What follows belongs to an exercise in optimizing a design on an open flow for small area; a production flow would make more cautious choices. Only simulation tests tie the RTL to the original design; equivalence was not proved. In every run shown here, the design's own scripts or RTL, not TritonCTS, make the clock network. No driver is modelled on the clock port, so clock power and skew are understated where the tree is cut down; a real chip needs a root buffer or a tree. No activity file was given, so power comes from the tool's default toggle rates.

--- flow/design.v ---
`timescale 1ns / 1ps
module clk_divider #(parameter clk_count = 5) (clk_in, reset, clk_out, fall_tick, phase0);
input clk_in;
input reset;
output reg clk_out;
output fall_tick;
output phase0;       
reg [2:0] counter;
always @(posedge clk_in) begin
    if (reset) begin
        counter <= 3'd0;
        clk_out <= 1'b0;
    end else if (counter[2]) begin
        counter <= 3'd0;
        clk_out <= ~clk_out;
    end else begin
        counter <= counter + 3'd1;
    end
end
assign phase0 = (counter == 3'd0);
assign fall_tick = counter[2] & clk_out;
endmodule
`timescale 1ns / 1ps
module SPI_trans_piso (clk_in, reset, tick, phase0, clkout, error, so, cs, shift_done, clk, state, i);
input clk_in, reset, tick, phase0, clkout, error;
output so, cs, shift_done;
output clk;
output [1:0] state;
output reg [5:0] i;
reg [1:0] st;
reg xf;           
wire [8:0] N;     
reg z;            
localparam IDLE = 2'd0, WAIT = 2'd1, SHIFT_DATA = 2'd2, SHIFT_DONE = 2'd3;
assign state = st;
wire idle = (st == IDLE);
wire wait_s = (st == WAIT);
wire sd = (st == SHIFT_DATA);
assign shift_done = idle & xf;
assign cs = ~(sd & (i != 6'd0));
reg nb;
always @(*)
    case (i[2:0])
        3'd0: nb = i[5] ? N[0] : N[8];
        3'd1: nb = N[7];
        3'd2: nb = N[6];
        3'd3: nb = N[5];
        3'd4: nb = N[4];
        3'd5: nb = N[3];
        3'd6: nb = N[2];
        default: nb = N[1];
    endcase
assign so = sd & (i[5] | (i[4] & i[3])) & nb;
wire i_ge2 = (i[5:1] != 5'd0);
assign clk = phase0 ? (~clkout & ((sd & i_ge2) | (st == SHIFT_DONE)))
                    : (clkout & ~cs);
always @(posedge clk_in) begin
    if (reset) begin
        st <= IDLE;
        xf <= 1'b0;
        i <= 6'd0;
    end else if (tick) begin
        xf <= st[0];
        case (st)
            IDLE: st <= WAIT;
            WAIT: if (xf) st <= SHIFT_DATA;
            SHIFT_DATA: begin
                if (i[5]) begin
                    i <= 6'd0;
                    st <= SHIFT_DONE;
                end else i <= i + 6'd1;
            end
            SHIFT_DONE: st <= IDLE;
        endcase
    end
end
always @(posedge clk_in) begin
    if (reset) z <= 1'b1;
    else if (tick)
        case (st)
            IDLE: z <= xf & ~error & (z | ~N[8]);
            WAIT: z <= error;
            default: z <= z | error;
        endcase
    else if (wait_s & ~xf) z <= z & N[0];
end
wire rot = ~tick & wait_s & ~xf;
wire clr = tick & ((idle & (error | z | N[8])) | (wait_s & ~xf & error));
sel_reg #(.W(9)) n_reg (.clk_in(clk_in), .ld(rot), .hd(~rot & ~clr), .d({N[0] ^ z, N[8:1]}), .q(N));
endmodule
`timescale 1ns / 1ps
module SIPO (clk_in, clk, reset, latch_r, si, trans_done, po, shift_done_r, state_r, error_r, j);
input clk_in, clk, reset, latch_r, si, trans_done;
output [31:0] po;
output reg shift_done_r;
output reg [2:0] state_r;
output reg error_r;
output reg [5:0] j;
localparam IDLE_r = 3'd0, WAIT_CS_r = 3'd1, SHIFT_DATA_r = 3'd2, SHIFT_DONE_r = 3'd3, ERROR_r = 3'd4;
reg [1:0] ped_sr;
wire [31:0] p_o;
reg [2:0] next_state_r;
wire edge_det = ped_sr[1] & ~ped_sr[0];
wire j_mid = ~j[5] & (j[4:0] != 5'd0) & (j[4:0] != 5'd31);    
always @(posedge clk_in) begin
    ped_sr[0] <= clk;
    ped_sr[1] <= ped_sr[0];
end
always @(*) begin
    case (state_r)
        IDLE_r: next_state_r = WAIT_CS_r;
        WAIT_CS_r: next_state_r = latch_r ? WAIT_CS_r : SHIFT_DATA_r;
        SHIFT_DATA_r:
            if (trans_done & latch_r) next_state_r = SHIFT_DONE_r;
            else if (j_mid & latch_r) next_state_r = ERROR_r;
            else if (trans_done) next_state_r = ERROR_r;
            else next_state_r = SHIFT_DATA_r;
        SHIFT_DONE_r:
            if (shift_done_r & latch_r) next_state_r = IDLE_r;
            else if (j_mid & latch_r) next_state_r = ERROR_r;
            else next_state_r = SHIFT_DONE_r;
        ERROR_r: next_state_r = latch_r ? IDLE_r : ERROR_r;
        default: next_state_r = IDLE_r;
    endcase
end
always @(posedge clk_in) begin
    if (reset) begin
        state_r <= IDLE_r;
        j <= 6'd0;
        error_r <= 1'b0;
        shift_done_r <= 1'b0;
    end else begin
        state_r <= next_state_r;
        case (state_r)
            IDLE_r: begin
                j <= 6'd0;
                error_r <= 1'b0;
                shift_done_r <= 1'b0;
            end
            SHIFT_DATA_r: if (~j[5] & ~latch_r & edge_det) j <= j + 6'd1;
            SHIFT_DONE_r: shift_done_r <= 1'b1;
            ERROR_r: error_r <= 1'b1;
            default: ;
        endcase
    end
end
wire sh = (state_r == SHIFT_DATA_r) & ~j[5] & ~latch_r & edge_det;
wire idle = (state_r == IDLE_r);
sel_reg #(.W(32)) p_o_reg (.clk_in(clk_in), .ld(sh & ~idle), .hd(~sh & ~idle), .d({p_o[30:0], si}), .q(p_o));
sel_reg #(.W(32)) po_reg (.clk_in(clk_in), .ld(shift_done_r & ~reset), .hd(~shift_done_r & ~reset), .d(p_o), .q(po));
endmodule
module sel_reg #(parameter W = 32) (clk_in, ld, hd, d, q);
input clk_in, ld, hd;
input [W-1:0] d;
output reg [W-1:0] q;
always @(posedge clk_in)
    q <= (d & {W{ld}}) | (q & {W{hd}});
endmodule
`timescale 1ns / 1ps
module SPI #(parameter spi_count = 32, parameter clk_count = 5, parameter pi_count = 256) (clk_in, reset, s_d_tx, cs_tx, clk_tx, s_d_rx, cs_rx, clk_rx, rx_data, debug_rx_state, debug_error, debug_rx_done, debug_rx_counter, debug_tx_done, debug_tx_state, debug_tx_counter, debug_divided_clk);
input reset, clk_in;
output s_d_tx, cs_tx, clk_tx;
input s_d_rx, cs_rx, clk_rx;
output [spi_count-1:0] rx_data;
output [2:0] debug_rx_state;
output [2:0] debug_tx_state;
output debug_error;
output debug_rx_done;
output debug_tx_done;
output [spi_count-1:0] debug_rx_counter;
output [spi_count-1:0] debug_tx_counter;
output debug_divided_clk;
wire clkout, tick, phase0, error, tx_done;
wire [1:0] tx_state;
wire [5:0] i, j;
assign debug_tx_state = {1'b0, tx_state};
assign debug_tx_counter = {26'd0, i};
assign debug_rx_counter = {26'd0, j};
assign debug_divided_clk = clkout;
assign debug_error = error;
assign debug_tx_done = tx_done;
clk_divider clk_divider_inst (.clk_in(clk_in), .reset(reset), .clk_out(clkout), .fall_tick(tick), .phase0(phase0));
SPI_trans_piso SPI_trans_piso (.clk_in(clk_in), .reset(reset), .tick(tick), .phase0(phase0), .clkout(clkout), .error(error),
    .so(s_d_tx), .cs(cs_tx), .shift_done(tx_done), .clk(clk_tx), .state(tx_state), .i(i));
SIPO SIPO (.clk_in(clk_in), .clk(clk_rx), .reset(reset), .latch_r(cs_rx), .si(s_d_rx), .trans_done(tx_done),
    .po(rx_data), .shift_done_r(debug_rx_done), .state_r(debug_rx_state), .error_r(error), .j(j));
endmodule
--- flow/flow/run.sh ---
#!/bin/bash
# The standard layout (standard.sh), with these changes:
#  - synthesis: the same script (synth_recipe.tcl), but ABC maps the logic with
#    an area-oriented script (flow/abc_area.script) and Yosys's half/full adder
#    extraction is skipped, so ABC maps adders together with the other logic.
#    Registers are untouched: they are mapped before ABC runs.
#  - one shared tie cell for the constant-0 outputs (no per-load tie cloning),
#  - port buffers use the smallest buffer, sky130_fd_sc_hd__buf_1,
#  - clock tree: a root clock buffer and a few leaf clock buffers, one per
#    group of nearby registers (flow/cts_hook.tcl, flow/mytree.tcl), in place
#    of TritonCTS.
set -euo pipefail
W=$(pwd)
cat > my_synth.tcl <<EOT
proc abc {args} {
  set i [lsearch -exact \$args -script]
  if {\$i >= 0} { set args [lreplace \$args [expr {\$i+1}] [expr {\$i+1}] $W/flow/abc_area.script] }
  yosys abc {*}\$args
}
proc extract_fa {args} { }
source $W/synth_recipe.tcl
EOT
sed "s|SYNTH_SCRIPT=[^ ]*|SYNTH_SCRIPT=$W/my_synth.tcl|" standard.sh > my_standard.sh
export SKIP_REPAIR_TIE_FANOUT=1
export BUFFER_PORTS_ARGS="-buffer_cell sky130_fd_sc_hd__buf_1"
export PRE_CTS_TCL=$W/flow/cts_hook.tcl
export MY_CTS_LEAVES=5
export MY_CTS_ROOT=sky130_fd_sc_hd__clkbuf_2
export MY_CTS_SLEW=0.120
export CTS_ARGS="-sink_clustering_enable -repair_clock_nets -dont_use_dummy_load -root_buf sky130_fd_sc_hd__clkbuf_8 -buf_list sky130_fd_sc_hd__clkbuf_4"
bash my_standard.sh > standard.log 2>&1
--- flow/flow/abc_area.script ---
&get -n
&st
&dch
&nf -R 1000
&put
mfs3 -ae
--- flow/flow/cts_hook.tcl ---
# Replaces TritonCTS with the clock tree of mytree.tcl: the clock port drives
# one root clock buffer (MY_CTS_ROOT), which drives leaf clock buffers
# (sky130_fd_sc_hd__clkbuf_8), starting with MY_CTS_LEAVES leaves and adding
# leaves until the largest estimated register clock-pin slew is at most
# MY_CTS_SLEW ns.
source [file join [file dirname [info script]] mytree.tcl]
proc clock_tree_synthesis {args} {
  my_clock_tree_auto $::env(MY_CTS_LEAVES) sky130_fd_sc_hd__clkbuf_8 $::env(MY_CTS_ROOT) $::env(MY_CTS_SLEW)
}
--- flow/flow/mytree.tcl ---
# Clock tree built in place of TritonCTS: the clock port drives one root clock
# buffer, which drives nb leaf clock buffers; each leaf drives the clock pins
# of one group of nearby registers. Groups come from a k-means clustering of
# the registers' placed positions with a cap on the group size, so that the
# leaf loads stay balanced (or without the cap). my_clock_tree_auto adds leaves until the largest
# estimated slew at a register clock pin is under a limit.
proc my_outpin {inst} {
  if {[string match "*inv*" [[$inst getMaster] getName]]} { return Y }
  return X
}

proc my_clock_tree {nb cell rootcell capped} {
  set db [ord::get_db]
  set block [ord::get_db_block]
  set clk_net [$block findNet clk_in]
  set master [$db findMaster $cell]
  set sinks {}
  foreach it [$clk_net getITerms] {
    set loc [[$it getInst] getLocation]
    lappend sinks [list [lindex $loc 0] [lindex $loc 1] $it]
  }
  set n [llength $sinks]
  set cap [expr {$capped ? ($n + $nb - 1) / $nb : $n}]
  set sx 0; set sy 0
  foreach s $sinks { incr sx [lindex $s 0]; incr sy [lindex $s 1] }
  set root [odb::dbInst_create $block [$db findMaster $rootcell] "clkbuf_my_root"]
  $root setLocation [expr {$sx / $n}] [expr {$sy / $n}]
  $root setPlacementStatus PLACED
  set root_net [odb::dbNet_create $block "clknet_my_root"]
  $root_net setSigType CLOCK
  [$root findITerm A] connect $clk_net
  [$root findITerm [my_outpin $root]] connect $root_net
  # seeds: spread along y
  set sinks [lsort -integer -index 1 $sinks]
  set cent {}
  for {set g 0} {$g < $nb} {incr g} {
    set s [lindex $sinks [expr {(2 * $g + 1) * $n / (2 * $nb)}]]
    lappend cent [list [lindex $s 0] [lindex $s 1]]
  }
  for {set iter 0} {$iter < 40} {incr iter} {
    # capacity-constrained assignment: closest (sink, group) pairs first
    set pairs {}
    for {set k 0} {$k < $n} {incr k} {
      set s [lindex $sinks $k]
      for {set g 0} {$g < $nb} {incr g} {
        set c [lindex $cent $g]
        lappend pairs [list [expr {abs([lindex $s 0] - [lindex $c 0]) + abs([lindex $s 1] - [lindex $c 1])}] $k $g]
      }
    }
    set pairs [lsort -integer -index 0 $pairs]
    set assign [lrepeat $n -1]
    set size [lrepeat $nb 0]
    foreach p $pairs {
      lassign $p d k g
      if {[lindex $assign $k] >= 0 || [lindex $size $g] >= $cap} continue
      lset assign $k $g
      lset size $g [expr {[lindex $size $g] + 1}]
    }
    set groups [lrepeat $nb {}]
    for {set k 0} {$k < $n} {incr k} {
      set g [lindex $assign $k]
      lset groups $g [concat [lindex $groups $g] [list [lindex $sinks $k]]]
    }
    set cent {}
    foreach grp $groups {
      set sx 0; set sy 0
      foreach s $grp { incr sx [lindex $s 0]; incr sy [lindex $s 1] }
      set m [expr {max(1, [llength $grp])}]
      lappend cent [list [expr {$sx / $m}] [expr {$sy / $m}]]
    }
  }
  for {set g 0} {$g < $nb} {incr g} {
    set grp [lindex $groups $g]
    if {[llength $grp] == 0} continue
    set buf [odb::dbInst_create $block $master "clkbuf_my_$g"]
    $buf setLocation [lindex $cent $g 0] [lindex $cent $g 1]
    $buf setPlacementStatus PLACED
    set net [odb::dbNet_create $block "clknet_my_$g"]
    $net setSigType CLOCK
    foreach s $grp { set it [lindex $s 2]; $it disconnect; $it connect $net }
    [$buf findITerm A] connect $root_net
    [$buf findITerm [my_outpin $buf]] connect $net
    puts "clock group $g: [llength $grp] registers"
  }
}

# Undo my_clock_tree: registers back on the clock port's net.
proc my_clock_tree_remove {} {
  set block [ord::get_db_block]
  set clk_net [$block findNet clk_in]
  foreach inst [$block getInsts] {
    if {![string match "clkbuf_my_*" [$inst getName]]} continue
    foreach it [$inst getITerms] { if {[$it getNet] ne "NULL"} { $it disconnect } }
  }
  foreach net [$block getNets] {
    if {![string match "clknet_my_*" [$net getName]]} continue
    foreach it [$net getITerms] { $it disconnect; $it connect $clk_net }
    odb::dbNet_destroy $net
  }
  foreach inst [$block getInsts] {
    if {[string match "clkbuf_my_*" [$inst getName]]} { odb::dbInst_destroy $inst }
  }
}

proc my_clock_slew_max {} {
  estimate_parasitics -placement
  set mx 0
  foreach pin [get_pins -hierarchical */CLK] {
    foreach p {slew_max_rise slew_max_fall} {
      set s [get_property $pin $p]
      if {$s > $mx} { set mx $s }
    }
  }
  return $mx
}

proc my_clock_tree_auto {nb cell rootcell limit} {
  set_propagated_clock [all_clocks]
  while {1} {
    # try the clustering without and with the group size cap
    foreach capped {0 1} {
      my_clock_tree $nb $cell $rootcell $capped
      detailed_placement
      set s [my_clock_slew_max]
      puts "clock tree with $nb leaves (capped $capped): largest estimated register clock slew $s"
      if {$s <= $limit || $nb >= 12} return
      my_clock_tree_remove
    }
    incr nb
  }
}
--- flow/standard.sh ---
#!/bin/bash
# synth_recipe.tcl (not shown) runs the flow's synth.tcl, then flattens the netlist and writes it again
# the make line also repeats each setting of config.mk as NAME=value (left out here)
make -C /OpenROAD-flow-scripts/flow DESIGN_CONFIG=/design/flow/config.mk WORK_HOME=/design/flow/orfs CLKGATE_MAP_FILE= SYNTH_SCRIPT=/design/flow/synth_recipe.tcl "${@:-finish}"
--- flow/config.mk ---
export PLATFORM = sky130hd
export DESIGN_NAME = SPI
export DESIGN_NICKNAME = SPI
export VERILOG_FILES = /design/flow/design.v
export SDC_FILE = /design/flow/constraint.sdc
export NUM_CORES = 4
export LEC_CHECK = 0
export CAP_MARGIN = 20
export CORE_MARGIN = 2
export CORE_UTILIZATION = 65
export PLACE_DENSITY = 0.85
export SLEW_MARGIN = 20
--- flow/constraint.sdc ---
create_clock -name core_clock -period 8.0 [get_ports {clk_in}]
set_input_delay 1.6000 -clock core_clock [delete_from_list [all_inputs] [get_ports {clk_in}]]
set_output_delay 1.6000 -clock core_clock [all_outputs]
set_load 0.01 [all_outputs]
==> results of run 1 <==
worst register-to-register path, cell delays in order (launching register included):
cell and delay (ps):
dfxtp_1 440, nand2_1 180, nor4_2 250, buf_4 390, nor2_2 50, buf_4 250, nor3_1 220, a21oi_1 80
nor2_1 90
worst min-delay path by stage:
stage / endpoint / slack, ps
finish: SIPO.ped_sr[1]$_DFF_P_ / 360
global route: SIPO.ped_sr[1]$_DFF_P_ / 360
floorplan: SIPO.ped_sr[1]$_DFF_P_ / 320
detailed placement: SIPO.ped_sr[1]$_DFF_P_ / 330
CTS: SIPO.ped_sr[1]$_DFF_P_ / 360
global placement: SIPO.ped_sr[1]$_DFF_P_ / 330
logic make-up after synthesis:
kind of cell,count (synthesis)
xor+xnor,3
flops,100
buf+inv,58
other cells,1
simple gates,85
compound gates,113
stage by stage:
stage	cell area [um^2]	cells	hold slack [ps]	total power [W]
2_1_floorplan	3740	360	323	0.000581
3_3_place_gp	3700	443	329	0.000577
3_5_place_dp	3700	443	335	0.000579
4_1_cts	3790	450	357	0.000781
5_1_grt	3790	450	359	0.000805
6_report	3790	450	355	0.000777
area by class of cell:
type	count	area [um^2]	area share, %
flip-flops and latches	100	2000	52.9
multi-input cells	202	1330	35.2
inverters	5	18.8	0.496
repair buffers	64	255	6.74
plain buffers	7	87.6	2.31
well taps	72	90.1	2.38
routing by layer:
| layer | up-vias | track usage [%] |
|---|---|---|
| li1 | 1308 | - |
| met1 | 1245 | 27.3 |
| met2 | 69 | 36.8 |
| met3 | 12 | 3.51 |
| met4 | 0 | 3.22 |
| met5 | - | 0 |
layout by cell type (no fill, tap or decap), drive strengths merged:
cell	count
dfxtp	100
a31oi	4
a221oi	1
conb	1
nor3	16
xor2	1
nor2b	5
clkbuf	7
o21bai	2
o31ai	1
a22o	72
or2	2
o2111ai	1
xnor2	2
o22ai	2
o311a	1
nor4	2
nand3	1
clkinv	5
nor4bb	1
nor3b	1
nand2	12
a22oi	1
a21oi	13
and2	4
a21o	2
o21ai	10
buf	64
nor4b	1
a41oi	1
nor2	32
o311ai	1
a211oi	1
and3	3
nand2b	5
power groups by stage:
stage	clock (W)	sequential [W]	combinational [W]
after global placement	0	0.000522	0.0000553
after global routing	0.000228	0.000512	0.0000651
after detailed placement	0	0.000522	0.0000570
final	0.000209	0.000511	0.0000575
after floorplan	0	0.000522	0.0000592
after CTS	0.000213	0.000510	0.0000571
sequential cells by signal, indices dropped and copies added (netlist names), 2 cells and up:
register                  count
SIPO.p_o_reg.q               32
SPI_trans_piso.st             2
SIPO.state_r                  3
SPI_trans_piso.i              6
SIPO.po_reg.q                32
clk_divider_inst.counter      3
SIPO.j                        6
SPI_trans_piso.n_reg.q        9
SIPO.ped_sr                   2
==> impl_metrics.py, run 1 <==
metrics = {
    "outcome": {
        "status": "timing/DRC/antenna clean",
    },
    "timing": {
        "rsz0062_at_grt": "false",
        "min_period_ps": 3580,
        "hold_violations": 0,
        "finClkSkew_ps": 18.7,
        "period_share_pct": 44.8,
        "slew_viol_final": 0,
        "max_freq_mhz": 279,
        "worst_pin_slew_ps": 959,
        "setup_tns_ps": 0,
        "maxSlewHeadroom_pct": 36.1,
        "setup_viol": 0,
        "setup_ws_ps": 4420,
    },
    "logic_synthesis": {
        "synth.ff_latch_count": 100,
        "synthesis.area_mm2": 0.00374,
        "synth_top_family_by_area": "compound AO/OA/AOI/OAI gates",
        "synth_edf_count": 0,
        "synth_mux_area_share_pct": 0,
        "syn_avg_cell_area_um2": 10.4,
        "synth_simple_gate_area_share_pct": 10.9,
        "synthAdderAreaFrac_pct": 0,
        "synth_cells": 360,
        "yosysMostFrequentCell": "dfxtp_1",
        "synth_area_leader_cell": "dfxtp_1",
        "yosys_warnings": 5,
        "ys_seq_area_share_pct": 53.6,
        "synth_cell_type_count": 34,
        "synth_xor_area_share_pct": 0.703,
        "synth_compound_area_share_pct": 23.6,
        "synth_top_area_share_pct": 53.6,
        "ys_top_cells_by_area": "dfxtp_1, a22o_1, buf_4, nor2_1, nor3_1",
        "synthFlopType": "dfxtp_1",
        "synth_nets": 365,
        "synthTopCellsByCount": "dfxtp_1, a22o_1, buf_4",
        "async_flop_share_pct": 0,
    },
    "route": {
        "vias": 2634,
        "drc": 0,
        "wl_um": 6870,
        "ant_nets": 0,
        "via_per_inst": 5.85,
        "wl_met1_um": 3140,
        "wl_met3_um": 415,
        "met2_length_um": 3220,
        "first_pass_iters": 5,
        "first_iter_violations": 112,
        "top_layer": "met4",
        "wl_per_cell_um": 15.3,
    },
    "pwr": {
        "peakVddDrop_uv": 190,
        "power_density_mw_per_mm2": 205,
        "pwr-share-seq_pct": 65.7,
        "p_clk_share_pct": 26.9,
        "p_switching_w": 0.000189,
        "pwr-share-comb_pct": 7.4,
        "p_int_w": 0.000588,
        "p_leak_nw": 1.41,
        "swShare_pct": 24.3,
    },
    "min_path": {
        "hp-class": "reg -> reg",
        "hold_depth": 0,
        "min_from": "SIPO.ped_sr[0]$_DFF_P_",
    },
    "global_routing": {
        "antenna_found_initial": 0,
        "overflow": 0,
        "gr-usage-all-layers_pct": 20.8,
        "grt_pass1_wl_um": 11200,
        "grt_start_max_net_pins": 54,
        "grt_pass1_vias": 2472,
    },
    "clock_tree": {
        "ctsHoldBuffers": 0,
        "cts_resized": 0,
        "cts_setup_buffers": 0,
        "clock_latency_ps": 490,
        "clkTransAtPathRegs_ps": 110,
    },
    "floorplan": {
        "die-area_mm2": 0.00637,
        "initial_core_util_pct": 67.5,
        "die_w_um": 79.8,
        "io_pins": 114,
        "row_count": 27,
        "die_y_um": 79.8,
        "core-area_mm2": 0.00554,
    },
    "setup_path": {
        "cp_cell_sequence": "nor2_1, o21ai_0, a21oi_1, a221oi_1, a21oi_1, a41oi_1, nor3_1, buf_1",
        "crit_type": "reg -> out",
        "r2r_setup_slack_ps": 5970,
        "worstPathRequired_ps": 6400,
        "cp_top_family": "compound AO/OA/AOI/OAI gates",
        "r2r_cells": 8,
        "crit_arrival_ps": 1980,
        "startpoint": "SPI_trans_piso.i[0]$_SDFFE_PP0P_",
        "end_kind": "output port",
        "crit_fanout": 10,
        "startpoint_type": "register",
        "path_common_cell": "a21oi_1",
        "slowest_stage": "dfxtp_1",
        "endpoint": "s_d_tx",
        "slowest_delay_ps": 520,
        "r2r-end": "SIPO.j[0]$_SDFFE_PP0P_",
        "critPathBufInv": 1,
        "cp.depth": 8,
        "reg2reg_from": "SIPO.state_r[1]$_SDFF_PP0_",
    },
    "final_layout": {
        "drive_gt1_share_pct": 3.97,
        "n_antenna_cell": 0,
        "area_growth_pct": 1.31,
        "fillers": 427,
        "fin_nets": 385,
        "utilization_pct": 68.3,
    },
    "placed_design": {
        "hpwl_um": 4520,
        "portBuffers": 60,
        "routabilityCongestion": 0.798,
        "pre_cts_ws_ps": 4810,
    },
    "run": {
        "cap_violations": 0,
    },
}
==> run 2: changes to the inputs <==
--- a/flow/flow/run.sh
+++ b/flow/flow/run.sh
@@ -26,6 +26,6 @@
 export PRE_CTS_TCL=$W/flow/cts_hook.tcl
 export MY_CTS_LEAVES=5
 export MY_CTS_ROOT=sky130_fd_sc_hd__clkbuf_2
-export MY_CTS_SLEW=0.120
+export MY_CTS_SLEW=0.130
 export CTS_ARGS="-sink_clustering_enable -repair_clock_nets -dont_use_dummy_load -root_buf sky130_fd_sc_hd__clkbuf_8 -buf_list sky130_fd_sc_hd__clkbuf_4"
 bash my_standard.sh > standard.log 2>&1
==> run 2 against run 1 <==
Compared with the run above: setup slack improved by 7.8 ps; register-to-register slack hardly changed; combinational power is essentially flat; critical endpoint unchanged; fmax is 0.22% higher.
==> impl_metrics.py, run 2 <==
metrics = {
    "floorplan": {
        "core-area_mm2": 0.00554,
        "row_count": 27,
        "die_y_um": 79.8,
        "die-area_mm2": 0.00637,
        "initial_core_util_pct": 67.5,
        "io_pins": 114,
        "die_w_um": 79.8,
    },
    "route": {
        "drc": 0,
        "wl_per_cell_um": 15.3,
        "first_iter_violations": 136,
        "first_pass_iters": 4,
        "vias": 2635,
        "via_per_inst": 5.87,
        "ant_nets": 0,
        "wl_um": 6880,
    },
    "final_layout": {
        "final_common_cell": "dfxtp_1",
        "layout_common_cells": "dfxtp_1, a22o_1, buf_1",
        "drive_gt1_share_pct": 3.71,
        "n_antenna_cell": 0,
        "reg_top3": "SIPO.p_o_reg.q x32, SIPO.po_reg.q x32, SPI_trans_piso.n_reg.q x9",
        "stdcell_area_mm2": 0.00377,
        "fin_nets": 384,
        "area_growth_pct": 0.937,
    },
    "global_routing": {
        "grt_start_max_net_pins": 54,
        "use_met1_pct": 27.5,
        "antenna_found_initial": 0,
        "grt_pass1_vias": 2469,
        "use_met2_pct": 37.4,
        "grt_pass1_wl_um": 11300,
        "use_met3_pct": 3.05,
        "gr-max-usage-layer": "met2",
        "overflow": 0,
        "gr-usage-all-layers_pct": 21.0,
    },
    "clock_tree": {
        "clkTransAtPathRegs_ps": 120,
        "cts_resized": 0,
        "ctsHoldBuffers": 0,
        "clock_latency_ps": 460,
        "cts_setup_buffers": 0,
    },
    "logic_synthesis": {
        "async_flop_share_pct": 0,
        "yosysMostFrequentCell": "dfxtp_1",
        "synth.ff_latch_count": 100,
        "yosys_warnings": 5,
        "synth_area_leader_cell": "dfxtp_1",
        "ys_top_cells_by_area": "dfxtp_1, a22o_1, buf_4, nor2_1, nor3_1",
        "syn_avg_cell_area_um2": 10.4,
        "synth_edf_count": 0,
        "synthTopCellsByCount": "dfxtp_1, a22o_1, buf_4",
        "synthesis.area_mm2": 0.00374,
        "synthFlopType": "dfxtp_1",
        "ys_seq_area_share_pct": 53.6,
        "synth_top_area_share_pct": 53.6,
        "synth_cells": 360,
        "synth_cell_type_count": 34,
        "synth_nets": 365,
    },
    "placed_design": {
        "routabilityCongestion": 0.798,
        "placed_area_mm2": 0.00370,
        "hpwl_um": 4520,
        "portBuffers": 60,
    },
    "setup_path": {
        "worstPathRequired_ps": 6400,
        "startpoint_type": "register",
        "end_kind": "output port",
        "crit_arrival_ps": 1970,
        "crit_type": "reg -> out",
        "crit_fanout": 10,
    },
    "pwr": {
        "peakVddDrop_uv": 177,
        "swShare_pct": 24.4,
        "p_switching_w": 0.000187,
        "pwr-share-comb_pct": 7.5,
        "p_int_w": 0.000578,
        "power_density_mw_per_mm2": 203,
        "pwr-share-seq_pct": 66.8,
        "p_clk_share_pct": 25.7,
        "p_leak_nw": 1.40,
    },
    "timing": {
        "setup_viol": 0,
        "worst_pin_slew_ps": 959,
        "period_share_pct": 44.7,
        "rsz0062_at_grt": "false",
        "maxSlewHeadroom_pct": 36.0,
        "fin_hold_ws_ps": 366,
        "max_freq_mhz": 280,
        "slew_viol_final": 0,
        "hold_violations": 0,
        "min_period_ps": 3570,
        "finClkSkew_ps": 10.5,
        "setup_tns_ps": 0,
    },
    "min_path": {
        "hp-class": "reg -> reg",
    },
    "outcome": {
        "status": "timing/DRC/antenna clean",
    },
    "run": {
        "cap_violations": 0,
    },
}
-- run 2: cell counts after synthesis --
No cell type changed its count.
-- run 2: power groups by stage --
| stage | combinational [W] | clock [W] | sequential [W] |
|---|---|---|---|
| global route | 0.0000652 | 0.000218 | 0.000512 |
| detailed placement | 0.0000570 | 0 | 0.000522 |
| CTS | 0.0000571 | 0.000201 | 0.000511 |
| global placement | 0.0000553 | 0 | 0.000522 |
| finish | 0.0000576 | 0.000197 | 0.000511 |
| floorplan | 0.0000592 | 0 | 0.000522 |
-- run 2: path summary, 6_finish.rpt --
check | from | to | slack [ps] | depth (start not counted)
worst max register to register | SIPO.state_r[0]$_SDFF_PP0_ | SIPO.j[0]$_SDFFE_PP0P_ | 5980 | 9
worst min register to register | SIPO.ped_sr[0]$_DFF_P_ | SIPO.ped_sr[1]$_DFF_P_ | 370 | 0
worst min-delay path | SIPO.ped_sr[0]$_DFF_P_ | SIPO.ped_sr[1]$_DFF_P_ | 370 | 0
worst max-delay path | SPI_trans_piso.i[0]$_SDFFE_PP0P_ | s_d_tx | 4430 | 8
-- run 2: cell type report --
cell class	instances	area (um^2)
Fill cell	430	1770
Multi-Input combinational cell	202	1330
Tap cell	72	90.1
Buffer	6	73.8
Timing Repair Buffer	64	255
Inverter	5	18.8
Sequential cell	100	2000
-- run 2: kinds of logic (layout without fill, tap and decap cells) --
family | Yosys count | count (layout) | share of synthesized area (%)
simple gates | 85 | 85 | 10.9
xor+xnor | 3 | 3 | 0.703
other cells | 1 | 1 | 0.100
compound gates | 113 | 113 | 23.6
flops | 100 | 100 | 53.6
buf+inv | 58 | 75 | 11.1
-- run 2: layer usage --
layer / vias to the layer above / part of all wire [%]
li1: 1306 / -
met3: 12 / 6.6
met2: 81 / 48
met4: 0 / 1.5
met1: 1236 / 44
met5: - / 0
-- run 2: worst max-delay path, cell delays in order (launching register included) --
cell      delay (ps)
dfxtp_1          540
nor2_1           110
o21ai_0           90
a21oi_1           60
a221oi_1         240
a21oi_1          110
a41oi_1          170
nor3_1            70
buf_1            130
-- run 2: stage by stage --
step | cells | util, % | setup WS, ps | power (W)
4_1_cts | 449 | 68.1 | 4420 | 0.000769
3_5_place_dp | 443 | 66.8 | 4810 | 0.000579
6_report | 449 | 68.1 | 4430 | 0.000765
5_1_grt | 449 | 68.1 | 4210 | 0.000795
3_3_place_gp | 443 | 66.8 | 4920 | 0.000577
2_1_floorplan | 360 | - | 1760 | 0.000581

[afterwards: timing with drivers on the ports]
In the flow no input, the clock included, has a driving cell. The finished layouts below were timed again as built, in two steps. Step 1: set_driving_cell puts a clkbuf_16 on clk_in and a buf_2 on each other input, an assumption about the parent block. Step 2, shift: input delay + t, output delay - t, t = (earliest + latest rising clock arrival at the registers) / 2. This alone moves slack from input paths to output paths. Three values: ideal ports, drivers, drivers and shift; two values: the first two.
run | t (ns) | slack for setup (ns) | hold WS [ns] | worst setup path after step 2 | worst data-port slew with drivers (ns)
run 1 | 0.511 | 4.419 / 4.391 / 4.796 | 0.355 / 0.355 / 0.355 | input to register | 0.03
run 2 | 0.482 | 4.427 / 4.401 / 4.804 | 0.366 / 0.366 / 0.366 | input to register | 0.04
After both steps every run listed still meets setup and hold.
